This design comes from an exercise in tuning for small area on the open sky130 flow, not from production work.
At most, simulation tests tie the RTL to the original design; equivalence was not proved.
Power figures rest on the tool's default switching activity, not on a simulated workload.

== before ==
## uart_16550
module uart_16550 #(
    parameter DL_WIDTH = 16,
    parameter PSD_WIDTH = 4,
    parameter FIFO_DEPTH = 16
)(
    input  logic clk,
    input  logic rst,
    input  logic [31:0] awaddr,
    input  logic        awvalid,
    output logic        awready,
    input  logic [31:0] wdata,
    input  logic [3:0]  wstrb,
    input  logic        wvalid,
    output logic        wready,
    output logic        bvalid,
    output logic [1:0]  bresp,
    input  logic        bready,
    input  logic [31:0] araddr,
    input  logic        arvalid,
    output logic        arready,
    output logic [31:0] rdata,
    output logic        rvalid,
    output logic [1:0]  rresp,
    input  logic        rready,
    output logic irq,
    output logic irq_n,
    input  logic rxd,
    output logic txd
);
    logic [7:0] thr, lcr, dll, dlm, psd;
    logic wr_en, rd_en;
    logic [7:0] rd_data;
    logic tx_ready, rx_ready, rx_valid;
    logic parity_err, framing_err, overrun_err;
    logic new_baud;
    uart_top #(
        .DL_WIDTH(DL_WIDTH),
        .PSD_WIDTH(PSD_WIDTH),
        .FIFO_DEPTH(FIFO_DEPTH)
    ) uart_core (
        .clk(clk),
        .rst(rst),
        .rxd(rxd),
        .txd(txd),
        .wr_en(wr_en),
        .wr_data(thr),
        .tx_ready(tx_ready),
        .rd_en(rd_en),
        .rd_data(rd_data),
        .rx_ready(rx_ready),
        .rx_valid(rx_valid),
        .parity_err(parity_err),
        .framing_err(framing_err),
        .overrun_err(overrun_err),
        .lcr(lcr),
        .divisor_latch({dlm, dll}),
        .psd(psd[3:0]),
        .new_baud(new_baud)
    );
    axi_ui #(
        .DL_WIDTH(DL_WIDTH),
        .PSD_WIDTH(PSD_WIDTH),
        .FIFO_DEPTH(FIFO_DEPTH)
    ) ui (
        .clk(clk),
        .rst(rst),
        .awaddr(awaddr),
        .awvalid(awvalid),
        .awready(awready),
        .wdata(wdata),
        .wvalid(wvalid),
        .wstrb(wstrb),
        .wready(wready),
        .bvalid(bvalid),
        .bresp(bresp),
        .bready(bready),
        .araddr(araddr),
        .arvalid(arvalid),
        .arready(arready),
        .rdata(rdata),
        .rvalid(rvalid),
        .rresp(rresp),
        .rready(rready),
        .thr_out(thr),
        .lcr_out(lcr),
        .dll_out(dll),
        .dlm_out(dlm),
  ...
Size in the first run: roughly 1,600 cells after synthesis, about 480 flip-flops, ~150 I/O pins.
clock: 6.0 ns
lec_check: 0
cap_margin: 20
core_margin: 2
core_utilization: 65
cts_buf_list: sky130_fd_sc_hd__clkbuf_8
cts_cluster_diameter: 40
cts_cluster_size: 16
place_density: 0.75
slew_margin: 20
run.sh (not shown) runs the stock make flow with config.mk's settings and CLKGATE_MAP_FILE= SYNTH_SCRIPT=/design/flow/synth_recipe.tcl, a recipe that flattens the netlist after the stock synthesis.
before finished every step from synthesis to the final layout, and the layout passed the timing, design-rule and antenna checks.
The following lists how after was set up differently from before:
Settings: CTS_CLUSTER_SIZE: 16 -> 30; CTS_CLUSTER_DIAMETER: 40 -> 80; CORE_UTILIZATION: 65 -> 40; CTS_BUF_LIST: sky130_fd_sc_hd__clkbuf_8 -> sky130_fd_sc_hd__clkbuf_16; PLACE_DENSITY: 0.75 -> 0.6.
Notes after the runs:
after vs. before: setup slack after layout now sits lower, clock power roughly the same, power dropped 0.026 mW, post-layout minimum cycle time shows an increase of 0.050 ns, worst hold slack decreased 0.0096 ns.
The number of global-route vias before repair number comes out lower for after vs before.
Going from before to after, number of H-tree levels shrinks by 1.
Diff before -> after | non-clock buffer count | up by more than 10%
Between after and before, the count of placed standard cells in the final layout, fillers left out is lower for before.
No run of this note included a check of the RTL's function; only the layout flow was run.

== red ==
uart_16550, a different RTL version from the one above (not shown whole).
Size in the first run: ~1400 cells after synthesis, roughly 470 flip-flops, ~150 I/O pins.
Settings: LEC_CHECK=0, CAP_MARGIN=20, CORE_MARGIN=2, CORE_UTILIZATION=72, CTS_BUF_LIST=sky130_fd_sc_hd__clkbuf_16, CTS_CLUSTER_DIAMETER=80, CTS_CLUSTER_SIZE=30, PLACE_DENSITY=0.82, SLEW_MARGIN=20; clock period 6.0 ns.
standard.sh (not shown) runs the stock make flow with config.mk's settings and CLKGATE_MAP_FILE= SYNTH_SCRIPT=/design/flow/synth_recipe.tcl, a recipe that flattens the netlist after the stock synthesis.
==> flow/flow/run.sh <==
#!/bin/bash
# The standard layout (standard.sh), with four changes:
#  - the logic is mapped by an area-oriented ABC script (flow/area.script);
#    synthesis is otherwise the standard flow's own (flow/synth_area.tcl repeats
#    synth_recipe.tcl and only swaps the ABC script),
#  - ports are buffered with the smallest buffer,
#  - clock tree synthesis inserts no dummy loads,
#  - the constant outputs share one tie cell.
# Each tool's output goes to its ORFS log under orfs/logs; make's output
# goes to standard.log here.
set -euo pipefail
here=$(pwd)
diff <(tail -n +2 synth_recipe.tcl) <(grep -v '^ *#' flow/synth_area.tcl | sed -n '/^source/,$p') > synth_diff.log || true
bash standard.sh \
  SYNTH_SCRIPT=$here/flow/synth_area.tcl \
  "BUFFER_PORTS_ARGS=-buffer_cell sky130_fd_sc_hd__buf_1" \
  "CTS_ARGS=-sink_clustering_enable -repair_clock_nets -sink_clustering_size 30 -sink_clustering_max_diameter 80 -buf_list sky130_fd_sc_hd__clkbuf_16 -dont_use_dummy_load" \
  SKIP_REPAIR_TIE_FANOUT=1 \
  finish > standard.log 2>&1
==> flow/flow/area.script <==
strash
&get -n
&fraig -x
&put
scorr
dc2
dretime
strash
&get -n
&syn2
&dch -f
&nf -a -R 1000
&put
&get -n
&dch -f
&nf -a -R 1000
&put
==> flow/flow/synth_area.tcl <==
proc synth {args} { yosys synth -nofsm -noshare {*}$args }
# Map the logic with an area-oriented ABC script (the flip-flops are mapped
# before this step and are left as the standard synthesis makes them)
set ::area_abc_script [file join [file dirname [file normalize [info script]]] area.script]
proc abc {args} {
  set i [lsearch -exact $args -script]
  if { $i >= 0 } { lset args [expr { $i + 1 }] $::area_abc_script }
  yosys abc {*}$args
}
source $::env(SCRIPTS_DIR)/synth.tcl
# left out here: clear keep_hierarchy, flatten, clean up, hide names made inside functions, write 1_2_yosys.v
red ended with every stage complete and zero timing, DRC or antenna violations.
## Diff of input files: blue against red
Settings: PLACE_DENSITY changed from 0.82 to 0.75; CORE_UTILIZATION changed from 72 to 65.
==> flow/run.sh (new file) <==
#!/bin/bash
# synth_recipe.tcl (not shown) runs the flow's synth.tcl, then flattens the netlist and writes it again
# the make line also repeats each setting of config.mk as NAME=value (left out here)
make -C /OpenROAD-flow-scripts/flow DESIGN_CONFIG=/design/flow/config.mk WORK_HOME=/design/flow/orfs CLKGATE_MAP_FILE= SYNTH_SCRIPT=/design/flow/synth_recipe.tcl finish
removed: flow/flow/run.sh
removed: flow/flow/area.script
removed: flow/flow/synth_area.tcl
removed: flow/standard.sh
Notes after the runs:
NOTE power consumption red->blue increased by a few percent. blue ends up with a peak supply drop that is 26% lower than in red. NOTE: worst setup margin in blue falls short of that of red. blue: total length of routed met2 wires about 0.8% below red.
For green, these inputs were changed with respect to blue:
Settings: changing CORE_UTILIZATION from 65 to 75; changing PLACE_DENSITY from 0.75 to 0.85.
==> flow/flow/run.sh (new file) <==
#!/bin/bash
# The standard layout (standard.sh), with three changes:
#  - the logic is mapped by an area-oriented ABC script (flow/area.script);
#    synthesis is otherwise the standard flow's own (flow/synth_area.tcl repeats
#    synth_recipe.tcl and only swaps the ABC script),
#  - ports are buffered with the smallest buffer,
#  - clock tree synthesis inserts no dummy loads.
# Each tool's output goes to its ORFS log under orfs/logs; make's output
# goes to standard.log here.
set -euo pipefail
here=$(pwd)
diff <(tail -n +2 synth_recipe.tcl) <(grep -v '^ *#' flow/synth_area.tcl | sed -n '/^source/,$p') > synth_diff.log || true
bash standard.sh \
  SYNTH_SCRIPT=$here/flow/synth_area.tcl \
  "BUFFER_PORTS_ARGS=-buffer_cell sky130_fd_sc_hd__buf_1" \
  "CTS_ARGS=-sink_clustering_enable -repair_clock_nets -sink_clustering_size 30 -sink_clustering_max_diameter 80 -buf_list sky130_fd_sc_hd__clkbuf_16 -dont_use_dummy_load" \
  finish > standard.log 2>&1
==> flow/flow/area.script (new file) <==
strash
&get -n
&fraig -x
&put
scorr
dc2
dretime
strash
&get -n
&syn2
&dch -f
&nf -a -R 1000
&put
==> flow/flow/synth_area.tcl (new file) <==
proc synth {args} { yosys synth -nofsm -noshare {*}$args }
# Map the logic with an area-oriented ABC script (the flip-flops are mapped
# before this step and are left as the standard synthesis makes them)
set ::area_abc_script [file join [file dirname [file normalize [info script]]] area.script]
proc abc {args} {
  set i [lsearch -exact $args -script]
  if { $i >= 0 } { lset args [expr { $i + 1 }] $::area_abc_script }
  yosys abc {*}$args
}
source $::env(SCRIPTS_DIR)/synth.tcl
# left out here: clear keep_hierarchy, flatten, clean up, hide names made inside functions, write 1_2_yosys.v
==> flow/standard.sh (new file) <==
#!/bin/bash
# synth_recipe.tcl (not shown) runs the flow's synth.tcl, then flattens the netlist and writes it again
# the make line also repeats each setting of config.mk as NAME=value (left out here)
make -C /OpenROAD-flow-scripts/flow DESIGN_CONFIG=/design/flow/config.mk WORK_HOME=/design/flow/orfs CLKGATE_MAP_FILE= SYNTH_SCRIPT=/design/flow/synth_recipe.tcl "${@:-finish}"
removed: flow/run.sh
==> notes.md <==
Per the final summary, green finished and its layout is clean on timing, DRC and antenna.
On global routing met1 resource utilization: between green and blue, it ends up lower for blue.
simple AND/OR/NAND/NOR gates as the main combinational cell family by area after synthesis was reported by blue, and compound AO/OA/AOI/OAI gates by green.
The lower non-clock buffer count came out of blue.
Comparing the two runs side by side, green comes out behind blue on routed wire length.
| global-route track usage on met2 | green vs blue | 10 points higher |
green ends up with a multi-input logic portion of the cell area that is 1.6 points lower than in blue.
Delta (green minus blue): count of inverters not on the clock network in the layout lower; full die area fell about 18%; share of synthesized cell area in full adder, half adder and majority cells level; sequential power ~0 delta.
green ends up with a layout overhead on the synthesized area that is 0.27 points lower than in blue.
Delta(worst setup slack, green - blue) < 0
Input changes introduced in orange (baseline for comparison: green):
Settings: CORE_UTILIZATION changed from 75 to 72; PLACE_DENSITY changed from 0.85 to 0.82.
diff --git a/flow/flow/run.sh b/flow/flow/run.sh
--- a/flow/flow/run.sh
+++ b/flow/flow/run.sh
@@ -1,9 +1,11 @@
 #!/bin/bash
-# The standard layout (standard.sh), with three changes:
+# The standard layout (standard.sh), with these changes:
 #  - the logic is mapped by an area-oriented ABC script (flow/area.script);
 #    synthesis is otherwise the standard flow's own (flow/synth_area.tcl repeats
 #    synth_recipe.tcl and only swaps the ABC script),
+#  - adders are left to ABC (no full/half adder extraction),
 #  - ports are buffered with the smallest buffer,
-#  - clock tree synthesis inserts no dummy loads.
+#  - clock tree synthesis inserts no dummy loads,
+#  - the constant outputs share one tie cell.
 # Each tool's output goes to its ORFS log under orfs/logs; make's output
 # goes to standard.log here.
@@ -15,3 +17,4 @@
   "BUFFER_PORTS_ARGS=-buffer_cell sky130_fd_sc_hd__buf_1" \
   "CTS_ARGS=-sink_clustering_enable -repair_clock_nets -sink_clustering_size 30 -sink_clustering_max_diameter 80 -buf_list sky130_fd_sc_hd__clkbuf_16 -dont_use_dummy_load" \
+  SKIP_REPAIR_TIE_FANOUT=1 ADDER_MAP_FILE= \
   finish > standard.log 2>&1
==> flow/flow/area.script <==
strash
&get -n
&fraig -x
&put
scorr
dc2
dretime
strash
&get -n
&syn4
&dch -f
&nf -a -R 1000
&put
&get -n
&dch -f
&nf -a -R 1000
&put
&get -n
&dch -f
&nf -a -R 1000
&put
All of orange and green finish clean.
orange: proportion of total power due to net switching is 4.2 points lower than what green reported.
In the reports for orange and green, the smaller fraction of area in clock buffers and inverters belongs to green.
green → orange: estimated wirelength of the detail-placed design went down by about 10%, total track usage went down by 1.8 points, hold slack went down by 0.0090 ns, post-synthesis share of cell area spent on and, or, nand and nor gates went down by 0.88 points, worst-path maximum fanout went down by 34.
green has higher total routed wirelength than orange.
| fraction of standard cell area in multi-input logic | orange vs green | 4.8 points lower |
Share of layout cells above drive strength 1 for orange is higher than for green.
The power density normalized to cell area of orange falls short of that of green by 5.9%.
The inputs of purple differ from those of orange as listed below.
Settings: SLEW_MARGIN changed from 20 to 5; PLACE_DENSITY changed from 0.82 to 0.75; CORE_UTILIZATION changed from 72 to 65; CAP_MARGIN changed from 20 to 5.
diff --git a/flow/flow/run.sh b/flow/flow/run.sh
--- a/flow/flow/run.sh
+++ b/flow/flow/run.sh
@@ -1,8 +1,7 @@
 #!/bin/bash
-# The standard layout (standard.sh), with these changes:
+# The standard layout (standard.sh), with four changes:
 #  - the logic is mapped by an area-oriented ABC script (flow/area.script);
 #    synthesis is otherwise the standard flow's own (flow/synth_area.tcl repeats
 #    synth_recipe.tcl and only swaps the ABC script),
-#  - adders are left to ABC (no full/half adder extraction),
 #  - ports are buffered with the smallest buffer,
 #  - clock tree synthesis inserts no dummy loads,
@@ -17,4 +16,4 @@
   "BUFFER_PORTS_ARGS=-buffer_cell sky130_fd_sc_hd__buf_1" \
   "CTS_ARGS=-sink_clustering_enable -repair_clock_nets -sink_clustering_size 30 -sink_clustering_max_diameter 80 -buf_list sky130_fd_sc_hd__clkbuf_16 -dont_use_dummy_load" \
-  SKIP_REPAIR_TIE_FANOUT=1 ADDER_MAP_FILE= \
+  SKIP_REPAIR_TIE_FANOUT=1 \
   finish > standard.log 2>&1
==> flow/flow/area.script <==
strash
&get -n
&fraig -x
&put
scorr
dc2
dretime
strash
&get -n
&syn2
&dch -f
&nf -a -R 1000
&put
[summary]
- purple reached the end of the flow, and the finished layout is clean on the timing, design-rule and antenna checks.
- Going from orange to purple, the simple-gate portion of the synthesized area was found to have gone up by 0.88 points.
- Going from orange to purple, fraction of power consumed by combinational cells +6.6 points, multi-input gate share of the layout cell area +4.3 points, arrival time of data at the critical path endpoint +1.13 ns.
- purple vs orange, end point of the critical path: uart_core.tx_fifo.last[4] vs uart_core.baud_gen_inst.b_dc[6]
- orange → purple: total power divided by cell area went up by about 7%, total power after layout higher, number of non-clock buffers down 12, share of the synthesized netlist area taken by xor and xnor gates rose by 0.62 points.

## separate check: timing with driven ports
How much do the figures lean on ideal ports? The routed layouts below were timed once more, with nothing changed but the port constraints. Step 1 (the two cells are an assumption about what drives the block):
set clk [get_ports {clk}]
set_driving_cell -lib_cell sky130_fd_sc_hd__clkbuf_16 $clk
set_driving_cell -lib_cell sky130_fd_sc_hd__buf_2 [delete_from_list [all_inputs] $clk]
Step 2 also shifts input and output timing later by t, the mid clock arrival at the registers, as if the neighbouring blocks saw the same clock. a / b / c = ideal / step 1 / step 2; a / b = the first two.
run | t (ns) | setup slack, ns | latest minus earliest clock arrival (ns) | slew at the worst register clock pin (ns) | worst data-port slew with drivers (ns)
before | 0.670 | 2.122 / 2.122 / 2.122 | 0.049 / 0.050 | 0.10 / 0.10 | 0.03
after | 0.645 | 2.073 / 2.073 / 2.073 | 0.025 / 0.025 | 0.11 / 0.11 | 0.03
red | 0.579 | 2.227 / 2.227 / 2.227 | 0.054 / 0.054 | 0.11 / 0.11 | 0.04
blue | 0.592 | 1.855 / 1.855 / 1.855 | 0.022 / 0.022 | 0.12 / 0.12 | 0.04
green | 0.578 | 1.833 / 1.833 / 1.833 | 0.016 / 0.016 | 0.11 / 0.11 | 0.03
orange | 0.570 | 2.789 / 2.789 / 2.789 | 0.018 / 0.018 | 0.12 / 0.12 | 0.04
purple | 0.573 | 1.683 / 1.683 / 1.683 | 0.066 / 0.066 | 0.11 / 0.11 | 0.04
After both steps every run listed still meets setup and hold.
